What follows belongs to an exercise in optimizing a design on an open flow for small area, a short achievable clock period and few clock cycles per item; a production flow would make more cautious choices. At most, simulation tests tie the RTL to the original design; equivalence was not proved. Power is estimated from default activity; no workload was simulated.

// argmax16
module argmax16 #(
  parameter int HB = 3      
) (
  input  logic         clk,
  input  logic         rstn,        
  input  logic         in_valid,
  input  logic [255:0] in_data,     
  output logic         out_valid,
  output logic [3:0]   out_idx
);
  localparam int LB = 16 - HB;
  logic                valid_q;
  logic [3:0][HB-1:0]  ghigh;             
  logic [3:0][LB-1:0]  glow, glow_q;      
  logic [3:0][3:0]     gwin;              
  logic [3:0][1:0]     gidx, gidx_q;      
  logic [3:0]          gflag, gflag_q;    
  logic [3:0]          hbits;
  logic                hany;
  logic [3:0]          win;               
  logic [3:0]          idx_c;
  always_ff @(posedge clk or negedge rstn) begin
    if (!rstn) begin
      valid_q   <= 1'b0;
      out_valid <= 1'b0;
    end else begin
      valid_q   <= in_valid;
      out_valid <= valid_q;
    end
  end
  for (genvar g = 0; g < 4; g++) begin : g_grp
    comparator #(.DW(16), .HB(HB)) u_grp (
      .val    (in_data[64*g +: 64]),
      .win    (gwin[g]),
      .o_high (ghigh[g]),
      .o_low  (glow[g])
    );
    assign gidx[g][1] = gwin[g][3] | gwin[g][2];
    assign gidx[g][0] = gwin[g][3] | gwin[g][1];
  end
  always_comb begin
    gflag = 4'b1111;
    for (int k = HB - 1; k >= 0; k--) begin
      for (int g = 0; g < 4; g++) hbits[g] = ghigh[g][k];
      hany  = |(gflag & hbits);
      gflag = gflag & (hbits | {4{~hany}});
    end
  end
  always_ff @(posedge clk) begin
    glow_q  <= glow;
    gidx_q  <= gidx;
    gflag_q <= gflag;
  end
  argmax4_flat #(.DW(LB)) u_top (
    .val  (glow_q),
    .flag (gflag_q),
    .win  (win)
  );
  always_comb begin
    idx_c[3] = win[3] | win[2];
    idx_c[2] = win[3] | win[1];
    idx_c[1:0] = '0;
    for (int g = 0; g < 4; g++) idx_c[1:0] |= {2{win[g]}} & gidx_q[g];
  end
  always_ff @(posedge clk) out_idx <= idx_c;
endmodule
==> flow/config.mk <==
export PLATFORM = sky130hd
export DESIGN_NAME = argmax16
export DESIGN_NICKNAME = argmax16
export VERILOG_FILES = /design/flow/design.v
export SDC_FILE = /design/flow/constraint.sdc
export NUM_CORES = 4
export LEC_CHECK = 0
export CAP_MARGIN = 20
export CORE_MARGIN = 2
export CORE_UTILIZATION = 55
export CTS_BUF_LIST = sky130_fd_sc_hd__clkbuf_4 sky130_fd_sc_hd__clkbuf_8
export PLACE_DENSITY = 0.75
export SETUP_SLACK_MARGIN = 4.3
export SLEW_MARGIN = 20
==> flow/constraint.sdc <==
create_clock -name core_clock -period 8.5 [get_ports {clk}]
set_input_delay 1.7000 -clock core_clock [delete_from_list [all_inputs] [get_ports {clk}]]
set_output_delay 1.7000 -clock core_clock [all_outputs]
set_load 0.01 [all_outputs]
standard.sh (not shown) runs the stock make flow with config.mk's settings and CLKGATE_MAP_FILE= SYNTH_SCRIPT=/design/flow/synth_recipe.tcl, a recipe that flattens the netlist after the stock synthesis.
==> flow/flow/run.sh <==
#!/bin/bash
# Standard ORFS layout, with the port buffers made of sky130 buf cells
# instead of the delay buffer buffer_ports picks by default.
set -e
export BUFFER_PORTS_ARGS="-buffer_cell sky130_fd_sc_hd__buf_1"
bash standard.sh > standard.log 2>&1
Testbench counts at the start, summed over its fixed seeds: cycles 8,208, items 8,192.
Edit:
PLACE_DENSITY = default   (was 0.75)
After rerunning:
- setup slack improves by 0.026 ns
- routed wire length came out higher slightly
- non-clock buffer count went down by 9
- synthesized area is unchanged
- final cell count came out lower slightly
- sequential share of layout area went up by 0.21 points
- total power is lower by a few percent
- synthesized cell count is unchanged
- clock-buffer cell count stays the same
- cell area decreases slightly
Edit:
CORE_UTILIZATION = 48   (was 55)
Effect:
- design area increases by 2.1%
- register-to-register slack gains 0.02 ns
- area after synthesis stays the same


The RTL this note starts from:
==> flow/design.v <==
module comparator #(
  parameter int DW = 16,
  parameter int HB = 3
) (
  input  logic [3:0][DW-1:0]  val,
  output logic [3:0]          win,
  output logic [HB-1:0]       o_high,
  output logic [DW-HB-1:0]    o_low
);
  localparam int LB = DW - HB;
  function automatic logic greater(input logic [LB-1:0] a, input logic [LB-1:0] b);
    logic c;
    c = 1'b0;
    for (int k = 0; k < LB; k++) c = (a[k] & ~b[k]) | ((a[k] | ~b[k]) & c);
    greater = c;
  endfunction
  logic [3:0]      cand;         
  logic [3:0]      bits;
  logic [3:0][3:0] beats;        
  always_comb begin
    cand = 4'b1111;
    for (int k = HB - 1; k >= 0; k--) begin
      for (int i = 0; i < 4; i++) bits[i] = val[i][LB + k];
      o_high[k] = |(cand & bits);
      cand = cand & (bits | {4{~o_high[k]}});
    end
  end
  always_comb begin
    beats = '0;
    for (int i = 0; i < 4; i++)
      for (int j = i + 1; j < 4; j++) begin
        beats[i][j] = greater(val[i][LB-1:0], val[j][LB-1:0]);
        beats[j][i] = ~beats[i][j];
      end
    for (int i = 0; i < 4; i++) begin
      win[i] = cand[i];
      for (int j = 0; j < 4; j++)
        if (j != i) win[i] = win[i] & (~cand[j] | beats[i][j]);
    end
  end
  always_comb begin
    o_low = '0;
    for (int i = 0; i < 4; i++) o_low |= {LB{win[i]}} & val[i][LB-1:0];
  end
endmodule
module argmax4_flat #(
  parameter int DW = 13
) (
  input  logic [3:0][DW-1:0] val,
  input  logic [3:0]         flag,
  output logic [3:0]         win
);
  function automatic logic greater(input logic [DW-1:0] a, input logic [DW-1:0] b);
    logic c;
    c = 1'b0;
    for (int k = 0; k < DW; k++) c = (a[k] & ~b[k]) | ((a[k] | ~b[k]) & c);
    greater = c;
  endfunction
  logic [3:0][3:0] beats;        
  always_comb begin
    beats = '0;
    for (int i = 0; i < 4; i++)
      for (int j = i + 1; j < 4; j++) begin
        beats[i][j] = greater(val[i], val[j]);
        beats[j][i] = ~beats[i][j];
      end
    for (int i = 0; i < 4; i++) begin
      win[i] = flag[i];
      for (int j = 0; j < 4; j++)
        if (j != i) win[i] = win[i] & (~flag[j] | beats[i][j]);
    end
  end
endmodule
module argmax16 #(
  parameter int HB = 3      
) (
  input  logic         clk,
  input  logic         rstn,        
  input  logic         in_valid,
  input  logic [255:0] in_data,     
  output logic         out_valid,
  output logic [3:0]   out_idx
);
  localparam int LB = 16 - HB;
  logic                valid_q;
  logic [3:0][HB-1:0]  ghigh;             
  logic [3:0][LB-1:0]  glow, glow_q;      
  logic [3:0][3:0]     gwin;              
  logic [3:0][1:0]     gidx, gidx_q;      
  logic [3:0]          gflag, gflag_q;    
  logic [3:0]          hbits;
  logic                hany;
  logic [3:0]          win;               
  logic [3:0]          idx_c;
  always_ff @(posedge clk or negedge rstn) begin
    if (!rstn) begin
      valid_q   <= 1'b0;
      out_valid <= 1'b0;
    end else begin
      valid_q   <= in_valid;
      out_valid <= valid_q;
    end
  end
  for (genvar g = 0; g < 4; g++) begin : g_grp
    comparator #(.DW(16), .HB(HB)) u_grp (
      .val    (in_data[64*g +: 64]),
      .win    (gwin[g]),
      .o_high (ghigh[g]),
      .o_low  (glow[g])
    );
    assign gidx[g][1] = gwin[g][3] | gwin[g][2];
    assign gidx[g][0] = gwin[g][3] | gwin[g][1];
  end
  always_comb begin
    gflag = 4'b1111;
    for (int k = HB - 1; k >= 0; k--) begin
      for (int g = 0; g < 4; g++) hbits[g] = ghigh[g][k];
      hany  = |(gflag & hbits);
      gflag = gflag & (hbits | {4{~hany}});
    end
  end
  always_ff @(posedge clk) begin
    glow_q  <= glow;
    gidx_q  <= gidx;
    gflag_q <= gflag;
  end
  argmax4_flat #(.DW(LB)) u_top (
    .val  (glow_q),
    .flag (gflag_q),
    .win  (win)
  );
  always_comb begin
    idx_c[3] = win[3] | win[2];
    idx_c[2] = win[3] | win[1];
    idx_c[1:0] = '0;
    for (int g = 0; g < 4; g++) idx_c[1:0] |= {2{win[g]}} & gidx_q[g];
  end
  always_ff @(posedge clk) out_idx <= idx_c;
endmodule
==> flow/config.mk <==
export PLATFORM = sky130hd
export DESIGN_NAME = argmax16
export DESIGN_NICKNAME = argmax16
export VERILOG_FILES = /design/flow/design.v
export SDC_FILE = /design/flow/constraint.sdc
export NUM_CORES = 4
export LEC_CHECK = 0
export CAP_MARGIN = 20
export CORE_MARGIN = 2
export CORE_UTILIZATION = 62
export CTS_BUF_LIST = sky130_fd_sc_hd__clkbuf_4 sky130_fd_sc_hd__clkbuf_8
export SETUP_SLACK_MARGIN = 4.3
export SLEW_MARGIN = 20
==> flow/constraint.sdc <==
create_clock -name core_clock -period 8.5 [get_ports {clk}]
set_input_delay 1.7000 -clock core_clock [delete_from_list [all_inputs] [get_ports {clk}]]
set_output_delay 1.7000 -clock core_clock [all_outputs]
set_load 0.01 [all_outputs]
Scripts as last shown in full above: flow/flow/run.sh
The first run passed the timing, design-rule and antenna checks.
Testbench counts at the start, summed over its fixed seeds: cycles 8,208, items 8,192.
Rerun with:
--- a/flow/config.mk
+++ b/flow/config.mk
@@ -10 +10 @@
-export CORE_UTILIZATION = 62
+export CORE_UTILIZATION = 55
@@ -11,0 +12 @@
+export GPL_TIMING_DRIVEN = 0
=> Clock power falls by a little under a tenth. Wire length decreases by a few percent. Design area came out higher by a few percent.
Rerun with:
--- a/flow/config.mk
+++ b/flow/config.mk
@@ -12,2 +12 @@
-export GPL_TIMING_DRIVEN = 0
-export SETUP_SLACK_MARGIN = 4.3
+export SETUP_SLACK_MARGIN = 4.4
Outcome: The new run finished with timing, DRC and antenna clean; count of clock-buffer cells in the layout stays the same; worst setup slack improves by 120 ps; fmax went up by a few percent; total power barely changes; die area is unchanged; clock skew climbs by 7.3 ps; cell count goes down slightly.


run A:
// argmax16: RTL as listed in full above, without the edits since
export LEC_CHECK = 0
export CAP_MARGIN = 20
export CORE_MARGIN = 2
export CORE_UTILIZATION = 55
export CTS_BUF_LIST = sky130_fd_sc_hd__clkbuf_4 sky130_fd_sc_hd__clkbuf_8
export SETUP_SLACK_MARGIN = 4.6
export SLEW_MARGIN = 20
create_clock -name core_clock -period 8.5 [get_ports {clk}]
Scripts as last shown in full above: flow/flow/run.sh
Testbench counts of run A, summed over its fixed seeds: cycles 8,208, items 8,192.
Setup changes, run A to run B
- swapping 4.6 for 4.15 in SETUP_SLACK_MARGIN
Findings:
- When run B is measured against run A, its combinational share of power turns out 1.4 points lower.
- Run B against run A: post-synthesis register bit count shows no meaningful change, time the worst path needs with I/O delays and setup now sits higher.
- Of run A and run B, the run reporting the lower final hold slack was run B.
- From run A to run B, maximum buffer depth of the clock tree did not move at all.
- Row total global routing track utilization: run B lower / run A higher
- Post-route worst setup slack in run B vs run A: down 0.25 ns
- Run B against run A; area of the multi-input gates is down by a little under 10%.
- [compare] base=run A new=run B: routed wire length fell 2700 um; power of the sequential group up about 0.8%; total power went down 12%.
Setup changes, run B to run C
- SETUP_SLACK_MARGIN now 4.3, was 4.15
- TNS_END_PERCENT now 50, previously not set
--- outcome ---
- Run C: full flow OK, the timing, design-rule and antenna checks passed
- Diff run B and run C: clock power share higher in run B
- Against run B, total power in run C rose slightly.
- Looking only at final instance count without filler cells, and setting everything else aside, the lower value of run B and run C goes to run B.
- Run C vs run B — via count dropped about 0.3%.
- | first-pass GRT wire length | run C vs run B | 0.49% lower |
- Run B -> run C: flip-flop and latch count delta 0, exact match
- Re post-synth design cell area: no difference whatsoever between run B and run C.
- Relative to run B, HPWL reported at the end of detailed placement has decreased by 0.50% in run C.
- Higher wire length per cell was reported by run C, not run B.
- Measured against each other, run B and run C differ in worst relative slew slack, the higher figure coming from run C.
[inputs] run D vs run C
- a deleted TNS_END_PERCENT that had been 50
--- a/flow/flow/run.sh
+++ b/flow/flow/run.sh
@@ -4,3 +4,3 @@
 set -e
-export BUFFER_PORTS_ARGS="-buffer_cell sky130_fd_sc_hd__buf_1"
+export BUFFER_PORTS_ARGS="-buffer_cell sky130_fd_sc_hd__buf_2"
 bash standard.sh > standard.log 2>&1
==> comparison <==
Run D: done, clean on timing, DRC and antenna
Run D does worse than run C on clock power.
Wire length of the first global-routing pass delta (run C -> run D): insignificant
Clock-buffer cell count: run D vs run C up 2
Sort run D and run C by amount of wire on met2 after detailed routing, descending, and run D comes first.
Number of post-CTS setup repair buffers was lower in run C than in run D.
Between run D and run C, the non-clock buffer count is higher for run D.
Run D and run C ended up with nearly the same hold slack.
Comparing run D and run C, critical path required time is lower on run D.
Per the comparison of run D with run C, filler-free cell count of the finished design now sits at about the same level; design area now sits higher.
Here is what was changed in the inputs of run E compared with run D.
- GPL_ROUTABILITY_DRIVEN now 0, previously not set
--- a/flow/flow/run.sh
+++ b/flow/flow/run.sh
@@ -4,3 +4,3 @@
 set -e
-export BUFFER_PORTS_ARGS="-buffer_cell sky130_fd_sc_hd__buf_2"
+export BUFFER_PORTS_ARGS="-buffer_cell sky130_fd_sc_hd__buf_1"
 bash standard.sh > standard.log 2>&1
[summary]
Run E reached the end of the flow, and the finished layout is clean on the timing, design-rule and antenna checks. Relative to run D, worst clock skew increased by 0.0045 ns in run E. [run E vs run D] worst max-slew margin expressed relative to the limit: higher in run E. Re leakage power summed over all cells: run D and run E aren't equal, and the higher value belongs to run D. Density: run E sparser than run D. Looking at wire length, run E sits about 0.37% below run D.


== main ==
argmax16, a different RTL version from the one above (not shown whole).
Size in the first run: ~1200 cells after synthesis, roughly 260 I/O pins, ~0.0090 mm^2 of cells after synthesis.
Settings: LEC_CHECK=0, CAP_MARGIN=20, CORE_MARGIN=2, CORE_UTILIZATION=40, SETUP_SLACK_MARGIN=2, SLEW_MARGIN=20; clock period 8.5 ns.
==> flow/flow/run.sh <==
#!/bin/bash
# Standard ORFS layout, with the port buffers made of sky130 buf cells
# instead of the delay buffer buffer_ports picks by default.
set -e
export BUFFER_PORTS_ARGS="-buffer_cell sky130_fd_sc_hd__buf_1"
bash standard.sh > standard.log 2>&1
main finished every stage and its layout cleared the timing, design-rule and antenna checks.
> inputs changed (main -> the feature branch)
Settings: SETUP_SLACK_MARGIN: 2 -> 4.
==> results.txt <==
The lower global router's overall resource usage of main and the feature branch is in main. The feature branch: data required time at the worst endpoint is 1.95 ns lower than what main reported. Compared with main, the feature branch shows a higher maximum resistive drop on vdd. Where final critical path time including I/O delays and setup is concerned, main is outperformed by the feature branch. [compare] base=main new=the feature branch: area of the die now sits at about the same level, largest net degree at the start of global routing decreased 4, count of plain and timing-repair buffers shows an increase of 30%. Going from main to the feature branch, design area grows by about 20%. Comparing main and the feature branch, total power is lower on main.
No run of this note included a check of the RTL's function; only the layout flow was run.


argmax16, a different RTL version from the one above (not shown whole).
Size in the first run: about 1,500 cells after synthesis, about 11,000 um^2 of cells after synthesis.
export LEC_CHECK = 0
export CAP_MARGIN = 20
export CORE_MARGIN = 2
export CORE_UTILIZATION = 55
export CTS_BUF_LIST = sky130_fd_sc_hd__clkbuf_4 sky130_fd_sc_hd__clkbuf_8
export SETUP_SLACK_MARGIN = 4
export SLEW_MARGIN = 20
create_clock -name core_clock -period 8.5 [get_ports {clk}]
Scripts as last shown in full above: flow/flow/run.sh
The starting point completed without violations.
Testbench counts at the start, summed over its fixed seeds: cycles 8,208, items 8,192.
Next try:
--- a/flow/config.mk
+++ b/flow/config.mk
@@ -11,3 +11,3 @@
 export CTS_BUF_LIST = sky130_fd_sc_hd__clkbuf_4 sky130_fd_sc_hd__clkbuf_8
-export SETUP_SLACK_MARGIN = 4
+export SETUP_SLACK_MARGIN = 4.3
 export SLEW_MARGIN = 20
Cell area came out higher by about 3.5%. Hold slack barely changes. Maximum frequency came out higher by about 4%. Setup slack is better by 0.16 ns. Power came out higher by 5.2%. First-iteration DRC count came out higher by about 8%. Flip-flop and latch count does not change. Wire length came out higher by about 1.2%.


Setup of v27:
Another version of the RTL of argmax16 (not shown whole).
Size in the first run: about 1,600 cells after synthesis, about 260 I/O pins, about 0.011 mm² of cells after synthesis.
==> flow/config.mk <==
export PLATFORM = sky130hd
export DESIGN_NAME = argmax16
export DESIGN_NICKNAME = argmax16
export VERILOG_FILES = /design/flow/design.v
export SDC_FILE = /design/flow/constraint.sdc
export NUM_CORES = 4
export LEC_CHECK = 0
export CAP_MARGIN = 20
export CORE_MARGIN = 2
export CORE_UTILIZATION = 62
export SETUP_SLACK_MARGIN = 4
export SLEW_MARGIN = 20
==> flow/constraint.sdc <==
create_clock -name core_clock -period 8.5 [get_ports {clk}]
set_input_delay 1.7000 -clock core_clock [delete_from_list [all_inputs] [get_ports {clk}]]
set_output_delay 1.7000 -clock core_clock [all_outputs]
set_load 0.01 [all_outputs]
Scripts as last shown in full above: flow/flow/run.sh
Testbench counts of v27, summed over its fixed seeds: cycles 8,200, items 8,192.
Edits applied to the flow inputs when going from v27 to v9:
Settings: CORE_UTILIZATION now 40, was 62; SETUP_SLACK_MARGIN no longer set, was 4.
--- a/flow/flow/run.sh
+++ b/flow/flow/run.sh
@@ -5 +5 @@
-export BUFFER_PORTS_ARGS="-buffer_cell sky130_fd_sc_hd__buf_1"
+export BUFFER_PORTS_ARGS="-buffer_cell sky130_fd_sc_hd__buf_2"
==> results.txt <==
v9 vs v27 on worst setup slack: v9 is the lower one. The met3 track utilization from global routing reported for v9 is smaller than that of v27 by 4.8 points. | met1 usage in global routing | lower: v9 |. In the flow results for v9 and v27, the number of antenna violations at the first check in global routing is larger on v27. Min clock power across v9 and v27: v9.

[afterwards: timing with drivers on the ports]
How much do the figures lean on ideal ports? The routed layouts below were timed once more, with nothing changed but the port constraints. Step 1 assumes that a clkbuf_16 drives the clock port and a buf_2 every other input. Step 2, shift: input delay + t, output delay - t, t = (earliest + latest rising clock arrival at the registers) / 2. This alone moves slack from input paths to output paths. Three values: no drivers, after step 1, after step 2; two values: the first two.
run | t (ns) | slack for setup (ns) | latest minus earliest clock arrival (ns)
the first run of note 1 | 0.401 | 4.316 / 4.333 / 3.932 | 0.008 / 0.008
the second run of note 1 | 0.421 | 4.342 / 4.354 / 3.933 | 0.011 / 0.010
the third run of note 1 | 0.404 | 4.339 / 4.357 / 3.952 | 0.015 / 0.015
the first run of note 2 | 0.417 | 4.267 / 4.287 / 3.870 | 0.014 / 0.014
the second run of note 2 | 0.385 | 4.310 / 4.329 / 3.944 | 0.008 / 0.008
the third run of note 2 | 0.404 | 4.429 / 4.451 / 4.047 | 0.014 / 0.014
run A | 0.408 | 4.470 / 4.467 / 4.059 | 0.016 / 0.016
run B | 0.398 | 4.224 / 4.242 / 3.844 | 0.012 / 0.011
run C | 0.423 | 4.324 / 4.326 / 3.903 | 0.010 / 0.010
run D | 0.396 | 4.323 / 4.346 / 3.950 | 0.013 / 0.014
run E | 0.408 | 4.328 / 4.333 / 3.925 | 0.020 / 0.020
main | 0.372 | 2.283 / 2.303 / 1.931 | 0.010 / 0.009
the feature branch | 0.385 | 2.869 / 2.824 / 2.521 | 0.007 / 0.008
the first run of note 5 | 0.411 | 4.103 / 4.122 / 3.710 | 0.015 / 0.015
the second run of note 5 | 0.412 | 4.267 / 4.269 / 3.857 | 0.014 / 0.014
v27 | 0.377 | 3.799 / 3.761 / 3.610 | 0.011 / 0.011
v9 | 0.390 | 3.130 / 3.086 / 3.289 | 0.013 / 0.013
After both steps setup and hold are still met in every run listed. The setup slack of run C, which loses most, moves by +0.002 ns with the drivers and by -0.421 ns with both steps.
